From an optimization exercise on the open Yosys and OpenROAD flow, aimed at small area; shortcuts taken in it are not production practice. The RTL was checked by simulation tests, not by an equivalence proof against the original design. Power and IR drop assume default switching activity.

Design PicosOmpSsManager, start of the top module:
module PicosOmpSsManager #(
    parameter MAX_ACCS = 16,
    parameter MAX_ACC_CREATORS = 16,
    parameter MAX_ACC_TYPES = 16,
    parameter CMDIN_SUBQUEUE_LEN = 64,
    parameter CMDOUT_SUBQUEUE_LEN = 64,
    parameter SPAWNIN_QUEUE_LEN = 1024,
    parameter SPAWNOUT_QUEUE_LEN = 1024,
    parameter LOCK_SUPPORT = 0,
    parameter ENABLE_SPAWN_QUEUES = 0,
    parameter AXILITE_INTF = 0,
    parameter ENABLE_TASK_CREATION = 0,
    parameter DBG_AVAIL_COUNT_EN = 0,
    parameter DBG_AVAIL_COUNT_W = 1,
    parameter [MAX_ACC_TYPES*8-1:0]  SCHED_COUNT = 0,
    parameter [MAX_ACC_TYPES*8-1:0]  SCHED_ACCID = 0,
    parameter [MAX_ACC_TYPES*32-1:0] SCHED_TTYPE = 0,
    parameter MAX_ARGS_PER_TASK = 15,
    parameter MAX_DEPS_PER_TASK = 8,
    parameter MAX_COPS_PER_TASK = 15,
    localparam ACC_BITS = $clog2(MAX_ACCS)
) (
    input  clk,
    input  rstn,
    input  cmdout_in_tvalid,
    output cmdout_in_tready,
    input  [ACC_BITS-1:0] cmdout_in_tid,
    input  [63:0] cmdout_in_tdata,
    output cmdin_out_tvalid,
    input  cmdin_out_tready,
    output [ACC_BITS-1:0] cmdin_out_tdest,
    output [63:0] cmdin_out_tdata,
    output cmdin_out_tlast,
    output cmdin_queue_en,
    output [7:0] cmdin_queue_we,
    output [31:0] cmdin_queue_addr,
    output [63:0] cmdin_queue_din,
    input  [63:0] cmdin_queue_dout,
    output cmdout_queue_en,
    output [7:0] cmdout_queue_we,
    output [31:0] cmdout_queue_addr,
    output [63:0] cmdout_queue_din,
    input  [63:0] cmdout_queue_dout
);
Size: ~400 flip-flops, roughly 480 I/O pins.
==> flow/config.mk <==
export PLATFORM = sky130hd
export DESIGN_NAME = PicosOmpSsManager
export DESIGN_NICKNAME = PicosOmpSsManager
export VERILOG_FILES = /design/flow/design.v
export SDC_FILE = /design/flow/constraint.sdc
export NUM_CORES = 4
export LEC_CHECK = 0
export CAP_MARGIN = 20
export CORE_MARGIN = 2
export CORE_UTILIZATION = 40
export PLACE_DENSITY = 0.6
export SLEW_MARGIN = 20
==> flow/constraint.sdc <==
create_clock -name core_clock -period 6.0 [get_ports {clk}]
set_input_delay 1.2000 -clock core_clock [delete_from_list [all_inputs] [get_ports {clk}]]
set_output_delay 1.2000 -clock core_clock [all_outputs]
set_load 0.01 [all_outputs]
standard.sh (not shown) runs the stock make flow with config.mk's settings and CLKGATE_MAP_FILE= SYNTH_SCRIPT=/design/flow/synth_recipe.tcl, a recipe that flattens the netlist after the stock synthesis.
==> flow/flow/run.sh <==
#!/bin/bash
# Standard ORFS layout with four changes:
#  - synthesis maps with an area-oriented abc script (flow/synth.tcl, flow/abc_area_nf.script);
#    everything else in it is synth_recipe.tcl, so the registers are the standard synthesis's;
#  - port buffers use the smallest buffer cell (buf_1);
#  - one tie cell drives all constant outputs (no tie fan-out repair);
#  - clock tree from clkbuf_4 in small sink clusters, without dummy loads.
set -euo pipefail
here=$(pwd)
export MY_ABC_SCRIPT="$here/flow/abc_area_nf.script"
export BUFFER_PORTS_ARGS="-buffer_cell sky130_fd_sc_hd__buf_1"
export SKIP_REPAIR_TIE_FANOUT=1
export CTS_ARGS="-sink_clustering_enable -repair_clock_nets -buf_list sky130_fd_sc_hd__clkbuf_4 -sink_clustering_size 8 -sink_clustering_max_diameter 50 -dont_use_dummy_load"
bash standard.sh "SYNTH_SCRIPT=$here/flow/synth.tcl" "BUFFER_PORTS_ARGS=$BUFFER_PORTS_ARGS" SKIP_REPAIR_TIE_FANOUT=1 "CTS_ARGS=$CTS_ARGS" finish > standard.log 2>&1
==> flow/flow/abc_area_nf.script <==
&get -n
&st
&dch -f
&nf -a -R 1000
&put
==> flow/flow/synth.tcl <==
# The standard flow's synthesis script (synth_recipe.tcl) with one change: abc maps with
# flow/abc_area_nf.script (area-oriented mapping, no buffering or upsizing).
proc synth {args} { yosys synth -nofsm -noshare {*}$args }
proc abc {args} {
  set i [lsearch $args -script]
  if { $i >= 0 } { lset args [expr {$i + 1}] $::env(MY_ABC_SCRIPT) }
  yosys abc {*}$args
}
source $::env(SCRIPTS_DIR)/synth.tcl
# left out here: clear keep_hierarchy, flatten, clean up, hide names made inside functions, write 1_2_yosys.v
The baseline passed the timing, design-rule and antenna checks.
==> next run, changes <==
--- a/flow/flow/run.sh
+++ b/flow/flow/run.sh
@@ -12,3 +12,3 @@
 export SKIP_REPAIR_TIE_FANOUT=1
-export CTS_ARGS="-sink_clustering_enable -repair_clock_nets -buf_list sky130_fd_sc_hd__clkbuf_4 -sink_clustering_size 8 -sink_clustering_max_diameter 50 -dont_use_dummy_load"
+export CTS_ARGS="-sink_clustering_enable -repair_clock_nets -buf_list sky130_fd_sc_hd__clkbuf_4 -sink_clustering_size 10 -sink_clustering_max_diameter 50 -dont_use_dummy_load"
 bash standard.sh "SYNTH_SCRIPT=$here/flow/synth.tcl" "BUFFER_PORTS_ARGS=$BUFFER_PORTS_ARGS" SKIP_REPAIR_TIE_FANOUT=1 "CTS_ARGS=$CTS_ARGS" finish > standard.log 2>&1
==> flow/flow/abc_area_nf.script (replaced) <==
&get -n
&st
&dch -f
&nf -a
&st
&syn2
&dch -f
&nf -a
&st
&synch2
&nf -a
&put
Total power shrinks by 24%.
Sequential power shrinks by about 20%.
Count of clock-buffer cells in the layout shrinks by 9.
Global-route usage grows by 0.96 points.
Synthesized cell count grows by 4.7%.
Via count grows by about 5.6%.

---

== job 1810 ==
PicosOmpSsManager again, from the RTL that the note above started with.
export LEC_CHECK = 0
export CAP_MARGIN = 20
export CORE_MARGIN = 2
export CORE_UTILIZATION = 40
export PLACE_DENSITY = 0.6
export SLEW_MARGIN = 20
create_clock -name core_clock -period 6.0 [get_ports {clk}]
==> flow/flow/run.sh <==
#!/bin/bash
# Standard ORFS layout with four changes:
#  - synthesis maps with an area-oriented abc script (flow/synth.tcl, flow/abc_area_nf.script);
#    everything else in it is synth_recipe.tcl, so the registers are the standard synthesis's;
#  - port buffers use the smallest buffer cell (buf_1);
#  - one tie cell drives all constant outputs (no tie fan-out repair);
#  - clock tree from clkbuf_4 in small sink clusters, without dummy loads.
set -euo pipefail
here=$(pwd)
export MY_ABC_SCRIPT="$here/flow/abc_area_nf.script"
export BUFFER_PORTS_ARGS="-buffer_cell sky130_fd_sc_hd__buf_1"
export SKIP_REPAIR_TIE_FANOUT=1
export CTS_ARGS="-sink_clustering_enable -repair_clock_nets -buf_list sky130_fd_sc_hd__clkbuf_4 -sink_clustering_size 9 -sink_clustering_max_diameter 50 -dont_use_dummy_load"
bash standard.sh "SYNTH_SCRIPT=$here/flow/synth.tcl" "BUFFER_PORTS_ARGS=$BUFFER_PORTS_ARGS" SKIP_REPAIR_TIE_FANOUT=1 "CTS_ARGS=$CTS_ARGS" finish > standard.log 2>&1
==> flow/flow/abc_area_nf.script <==
&get -n
&st
&fraig -x
&st
&dch -f
&nf -a -R 1000
&put
Scripts as last shown in full above: flow/flow/synth.tcl
Job 1810 went all the way through the flow, and no timing, DRC or antenna check failed.
Relative to job 1810, the following input files were edited for job 460:
==> flow/flow/run.sh <==
#!/bin/bash
# Standard ORFS layout with three changes:
#  - port buffers use the smallest buffer cell (buf_1);
#  - one tie cell drives all constant outputs (no tie fan-out repair);
#  - clock tree from clkbuf_4 in small sink clusters, without dummy loads.
set -euo pipefail
export BUFFER_PORTS_ARGS="-buffer_cell sky130_fd_sc_hd__buf_1"
export SKIP_REPAIR_TIE_FANOUT=1
export CTS_ARGS="-sink_clustering_enable -repair_clock_nets -buf_list sky130_fd_sc_hd__clkbuf_4 -sink_clustering_size 10 -sink_clustering_max_diameter 50 -dont_use_dummy_load"
bash standard.sh "BUFFER_PORTS_ARGS=$BUFFER_PORTS_ARGS" SKIP_REPAIR_TIE_FANOUT=1 "CTS_ARGS=$CTS_ARGS" finish > standard.log 2>&1
removed: flow/flow/abc_area_nf.script
removed: flow/flow/synth.tcl
==> comparison <==
- Job 1810 → job 460: worst setup slack fell by 0.31 ns; clock network fraction of total power increased 1.2 points; overall power of the completed layout fell 710 uW; part of the total power dissipated in combinational logic went down; power density normalized to cell area decreased by 13% relative to the old numbers.
- Relative to job 1810, the number of vias in the routed layout of job 460 is higher by about 8%.
- Floorplan check, job 460 vs job 1810: die outline larger in job 460
- Final area: job 460 vs job 1810 up about 4.5%
- Job 460 has fmax below what job 1810 had.
Input changes introduced in job 9343 (baseline for comparison: job 460):
==> flow/flow/run.sh <==
#!/bin/bash
# Standard ORFS layout with four changes:
#  - synthesis maps with an area-oriented abc script (flow/synth.tcl, flow/abc_area_nf.script);
#    everything else in it is synth_recipe.tcl, so the registers are the standard synthesis's;
#  - port buffers use the smallest buffer cell (buf_1);
#  - one tie cell drives all constant outputs (no tie fan-out repair);
#  - clock tree from clkbuf_4 in small sink clusters, without dummy loads.
set -euo pipefail
here=$(pwd)
export MY_ABC_SCRIPT="$here/flow/abc_area_nf.script"
export BUFFER_PORTS_ARGS="-buffer_cell sky130_fd_sc_hd__buf_1"
export SKIP_REPAIR_TIE_FANOUT=1
export CTS_ARGS="-sink_clustering_enable -repair_clock_nets -buf_list sky130_fd_sc_hd__clkbuf_4 -sink_clustering_size 8 -sink_clustering_max_diameter 50 -dont_use_dummy_load"
bash standard.sh "SYNTH_SCRIPT=$here/flow/synth.tcl" "BUFFER_PORTS_ARGS=$BUFFER_PORTS_ARGS" SKIP_REPAIR_TIE_FANOUT=1 "CTS_ARGS=$CTS_ARGS" finish > standard.log 2>&1
==> flow/flow/abc_area_nf.script (new file) <==
&get -n
&st
&fraig -x
&st
&dch -f
&nf -a -R 1000
&put
==> flow/flow/synth.tcl (new file) <==
# The standard flow's synthesis script (synth_recipe.tcl) with one change: abc maps with
# flow/abc_area_nf.script (area-oriented mapping, no buffering or upsizing).
proc synth {args} { yosys synth -nofsm -noshare {*}$args }
proc abc {args} {
  set i [lsearch $args -script]
  if { $i >= 0 } { lset args [expr {$i + 1}] $::env(MY_ABC_SCRIPT) }
  yosys abc {*}$args
}
source $::env(SCRIPTS_DIR)/synth.tcl
# left out here: clear keep_hierarchy, flatten, clean up, hide names made inside functions, write 1_2_yosys.v
Notes after the runs:
- Delta(number of gates on the worst path with buffers counted, job 9343 - job 460) > 0
- Compared job 460 against job 9343; clock edge transition at the registers on the reported setup and hold paths within noise.
- Compared to job 460, job 9343 has critical path's largest stage delay 0.23 ns lower.
- Between job 460 and job 9343, the synthesis-to-finish area growth is higher for job 9343.
[inputs] job 6727 vs job 9343
==> flow/flow/abc_area_nf.script <==
&get -n
&st
&fraig -x
&st
&dch -f
&nf -a -p -R 1000 -F 8 -A 8 -C 32
&put
==> comparison <==
On final instance area, job 9343 and job 6727 are basically level.
In terms of switching fraction of total power, job 6727 and job 9343 differ only marginally.
Between job 9343 and job 6727, the via count of the first global-routing pass does not differ in any meaningful way.
The following lists how job 6318 was set up differently from job 6727:
diff --git a/flow/flow/run.sh b/flow/flow/run.sh
--- a/flow/flow/run.sh
+++ b/flow/flow/run.sh
@@ -11,4 +11,4 @@
 export BUFFER_PORTS_ARGS="-buffer_cell sky130_fd_sc_hd__buf_1"
 export SKIP_REPAIR_TIE_FANOUT=1
-export CTS_ARGS="-sink_clustering_enable -repair_clock_nets -buf_list sky130_fd_sc_hd__clkbuf_4 -sink_clustering_size 8 -sink_clustering_max_diameter 50 -dont_use_dummy_load"
+export CTS_ARGS="-sink_clustering_enable -repair_clock_nets -buf_list sky130_fd_sc_hd__clkbuf_4 -sink_clustering_size 10 -sink_clustering_max_diameter 50 -dont_use_dummy_load"
 bash standard.sh "SYNTH_SCRIPT=$here/flow/synth.tcl" "BUFFER_PORTS_ARGS=$BUFFER_PORTS_ARGS" SKIP_REPAIR_TIE_FANOUT=1 "CTS_ARGS=$CTS_ARGS" finish > standard.log 2>&1
==> flow/flow/abc_area_nf.script <==
&get -n
&st
&dch -f
&nf -a
&st
&syn2
&dch -f
&nf -a
&st
&synch2
&nf -a
&put
diff --git a/flow/config.mk b/flow/config.mk
--- a/flow/config.mk
+++ b/flow/config.mk
@@ -8,5 +8,5 @@
 export CAP_MARGIN = 20
 export CORE_MARGIN = 2
-export CORE_UTILIZATION = 40
-export PLACE_DENSITY = 0.6
+export CORE_UTILIZATION = 60
+export PLACE_DENSITY = 0.75
 export SLEW_MARGIN = 20
==> results.txt <==
- On final worst setup slack: job 6318 sits below job 6727.
- Re met3 track demand over resource: job 6727 was lower than job 6318.
- A worst setup path endpoint of cmdout_queue_addr[8] is what job 6727 shows, while cmdout_queue_addr[5] belongs to job 6318.
- Layout filler cell count, job 6318 and job 6727, higher one = job 6727.
- Against job 6727, job 6318 comes in 5.2 points lower on switching power share of the total.
- Going from job 6727 to job 6318, fraction of power consumed by the clock network climbed 4.1 points; total track usage higher; routed wire length rose 2.5 mm.
What job 6899 does differently from job 6318 at the input level:
diff --git a/flow/flow/run.sh b/flow/flow/run.sh
--- a/flow/flow/run.sh
+++ b/flow/flow/run.sh
@@ -11,4 +11,4 @@
 export BUFFER_PORTS_ARGS="-buffer_cell sky130_fd_sc_hd__buf_1"
 export SKIP_REPAIR_TIE_FANOUT=1
-export CTS_ARGS="-sink_clustering_enable -repair_clock_nets -buf_list sky130_fd_sc_hd__clkbuf_4 -sink_clustering_size 10 -sink_clustering_max_diameter 50 -dont_use_dummy_load"
+export CTS_ARGS="-sink_clustering_enable -repair_clock_nets -buf_list sky130_fd_sc_hd__clkbuf_4 -sink_clustering_size 9 -sink_clustering_max_diameter 70 -dont_use_dummy_load"
 bash standard.sh "SYNTH_SCRIPT=$here/flow/synth.tcl" "BUFFER_PORTS_ARGS=$BUFFER_PORTS_ARGS" SKIP_REPAIR_TIE_FANOUT=1 "CTS_ARGS=$CTS_ARGS" finish > standard.log 2>&1
==> flow/flow/abc_area_nf.script <==
&get -n
&st
&fraig -x
&st
&dch -f
&nf -a -R 1000
&put
diff --git a/flow/config.mk b/flow/config.mk
--- a/flow/config.mk
+++ b/flow/config.mk
@@ -8,5 +8,5 @@
 export CAP_MARGIN = 20
 export CORE_MARGIN = 2
-export CORE_UTILIZATION = 60
-export PLACE_DENSITY = 0.75
+export CORE_UTILIZATION = 40
+export PLACE_DENSITY = 0.6
 export SLEW_MARGIN = 20
Findings:
- Run comparison: job 6899 beginning of the critical path Command_In_I.copy_opt.state[2]; job 6318 beginning of the critical path Command_Out_I.acc_id[1]
- [compare] base=job 6318 new=job 6899: setup slack grew by 0.19 ns; area share of xor/xnor cells in the synthesized design grew by 3.1 points; number of instances in the synthesized netlist shrank by about 5%.
- Cmp job 6899 and job 6318 / global-route usage / higher: job 6318

## port drivers added, routing unchanged
No port has a modelled driver above. Below, the same layouts with a new extraction and two added sets of constraints. Step 1 assumes that a clkbuf_16 drives the clock port and a buf_2 every other input. Step 2 moves the port delays by t, midway between the first and last clock arrival at a register: inputs arrive t later, outputs are due t later. That takes back most of the time a late clock gives input paths. a / b / c = no drivers / after step 1 / after step 2; a / b = the first two.
run	shift t [ns]	setup slack, ns	clock arrival spread, ns	slew at the worst register clock pin (ns)
the first run of note 1	0.784	1.302 / 1.248 / 2.002	0.136 / 0.136	0.10 / 0.10
the second run of note 1	0.780	1.046 / 0.995 / 1.775	0.128 / 0.128	0.12 / 0.12
job 1810	0.791	1.564 / 1.515 / 2.293	0.077 / 0.077	0.12 / 0.12
job 460	0.762	1.258 / 1.207 / 1.912	0.086 / 0.086	0.12 / 0.12
job 9343	0.800	1.588 / 1.541 / 2.282	0.095 / 0.096	0.11 / 0.11
job 6727	0.795	1.502 / 1.452 / 2.134	0.123 / 0.122	0.10 / 0.10
job 6318	0.710	1.345 / 1.294 / 1.868	0.131 / 0.130	0.12 / 0.12
job 6899	0.815	1.533 / 1.480 / 2.295	0.070 / 0.070	0.12 / 0.12
After both steps setup and hold are still met in every run listed.
